Source: an optimization exercise on an open RTL-to-GDS flow (aim: small area and a short achievable clock period). Production flows keep margins and buffers that such runs may drop.

Design circuit6, start of the top module:
module circuit6(a, b, c, zero, z, Clk, Rst);
    input  Clk, Rst;
    input  signed [63:0] a, b, c, zero;
    output signed [63:0] z;
    reg    signed [63:0] z;
    wire        sa = a[63];
    wire        sc = c[63];
    wire [63:0] N, D, tgt;
    cneg NA(.x(a),    .s(sa), .y(N));
    cneg NC(.x(c),    .s(sc), .y(D));
    cneg NZ(.x(zero), .s(sa), .y(tgt));
    wire [5:0]   L;
    lzc64 LZ(.x(D), .n(L));
    wire [63:0]  Dn = D << L;                   
    wire [126:0] X  = {63'd0, N} << L;          
    wire [63:0]  T1 = tgt << L;                 
    wire [64:0]  T2 = {1'b0, T1} - {1'b0, Dn};  
    wire         valid = (tgt < D);             
    reg  [6:0] m2, m1, m0, mm1;
    always @(*) begin
        case (Dn[62:60])
            3'd0: begin m2 = 12; m1 = 4; m0 = -4; mm1 = -13; end
            3'd1: begin m2 = 14; m1 = 4; m0 = -6; mm1 = -15; end
            3'd2: begin m2 = 15; m1 = 4; m0 = -6; mm1 = -16; end
            3'd3: begin m2 = 16; m1 = 4; m0 = -6; mm1 = -18; end
            3'd4: begin m2 = 18; m1 = 6; m0 = -8; mm1 = -20; end
            3'd5: begin m2 = 20; m1 = 6; m0 = -8; mm1 = -20; end
            3'd6: begin m2 = 20; m1 = 8; m0 = -8; mm1 = -22; end
            default: begin m2 = 24; m1 = 8; m0 = -8; mm1 = -24; end
        endcase
    end
    wire [6:0] o2 = m2 ^ 7'h40, o1 = m1 ^ 7'h40, o0 = m0 ^ 7'h40, om1 = mm1 ^ 7'h40;
    wire [64:0] S [0:32];
    wire [64:0] C [0:32];
    wire [7:0]  W [0:32];    
    wire [7:0]  M [0:32];    
    assign S[0] = {2'b00, X[126:64]};
    assign C[0] = 65'd0;
    assign W[0] = {S[0][64:58], 1'b0};
    assign M[0] = 8'd0;
    wire [65:0] Dn1 = {2'b00, Dn};            
    wire [65:0] Dn2 = {1'b0, Dn, 1'b0};       
    genvar j;
    generate
        for (j = 1; j <= 32; j = j + 1) begin : row
            wire [7:0] v;
            add8 AV(.a(W[j-1]), .b(M[j-1]), .y(v));
            wire [6:0] yo = v[7:1] ^ 7'h40;
            wire ge2, ge1, ge0, gem1;
            uge7 C2(.a(yo), .b(o2),  .ge(ge2));
            uge7 C1(.a(yo), .b(o1),  .ge(ge1));
            uge7 C0(.a(yo), .b(o0),  .ge(ge0));
            uge7 CM(.a(yo), .b(om1), .ge(gem1));
            wire sub = ge1;
            wire two = ge2 | ~gem1;
            wire one = (ge1 & ~ge2) | (gem1 & ~ge0);
            wire [64:0] si = {S[j-1][62:0], X[65-2*j], X[64-2*j]};
  ...
clock: 240.0 ns
lec_check: 0
abc_area: 1
cap_margin: 20
core_margin: 2
core_utilization: 40
slew_margin: 20
standard.sh (not shown) runs the stock make flow with config.mk's settings and CLKGATE_MAP_FILE= SYNTH_SCRIPT=/design/flow/synth_recipe.tcl, a recipe that flattens the netlist after the stock synthesis.
==> flow/flow/run.sh <==
#!/bin/bash
# Standard ORFS layout, with the resizer asked to keep the critical paths well
# inside the clock period (a setup margin for its timing repair) so that the
# achieved period shrinks.  Same clock, constraints, synthesis, floorplan,
# power grid, CTS and routing as the standard flow.
set -euo pipefail
MARGIN=100
here=$(pwd)
bash standard.sh SETUP_SLACK_MARGIN=$MARGIN POST_RESIZE_TCL=$here/flow/post_resize.tcl finish \
  > $here/standard_flow.log 2>&1
==> flow/flow/post_resize.tcl <==
# after the placement-stage repair_design: repair setup with a margin, so
# that the placed design is already timing-optimised before CTS
set margin 100
puts "extra repair_timing with setup margin $margin"
repair_timing -setup -setup_margin $margin -verbose
report_worst_slack
Next try:
--- a/flow/flow/run.sh
+++ b/flow/flow/run.sh
@@ -5,5 +5,5 @@
 # power grid, CTS and routing as the standard flow.
 set -euo pipefail
-MARGIN=100
+MARGIN=110
 here=$(pwd)
 bash standard.sh SETUP_SLACK_MARGIN=$MARGIN POST_RESIZE_TCL=$here/flow/post_resize.tcl finish \
==> flow/flow/post_resize.tcl (replaced) <==
# after the placement-stage repair_design: repair setup with a margin, so
# that global placement's result is already timing-optimised before CTS
puts "extra repair_timing with setup margin $::env(SETUP_SLACK_MARGIN)"
repair_timing -setup -setup_margin $::env(SETUP_SLACK_MARGIN) -verbose
report_worst_slack
This time the run died in 3_4_place_resized.
Area after synthesis stays the same.
Synthesized cell count stays the same.
No functional check of the RTL was part of any run of this note.

-- separate check: timing with driven ports --
In the flow no input, the clock included, has a driving cell. The finished layout below was timed again as built, in two steps.
Step 1: set_driving_cell puts a clkbuf_16 on Clk and a buf_2 on each other input, an assumption about the parent block.
Step 2 adds t to the input delays and takes it off the output delays; t is the mean of the earliest and latest rising clock arrival at the registers after step 1. Input paths then give back, and output paths get back, about the clock's delay inside the block.
Slacks: ideal / step 1 / step 2; pairs: ideal / step 1.
run: the first run
t (ns): 0.348
setup WS [ns]: 101.772 / 101.743 / 101.394
worst hold slack (ns): 48.192 / 48.223 / 48.571
slew at the worst register clock pin (ns): 0.05 / 0.05
After both steps the first run still meets setup and hold. The setup slack of the first run moves by -0.029 ns with the drivers and by -0.378 ns with both steps.
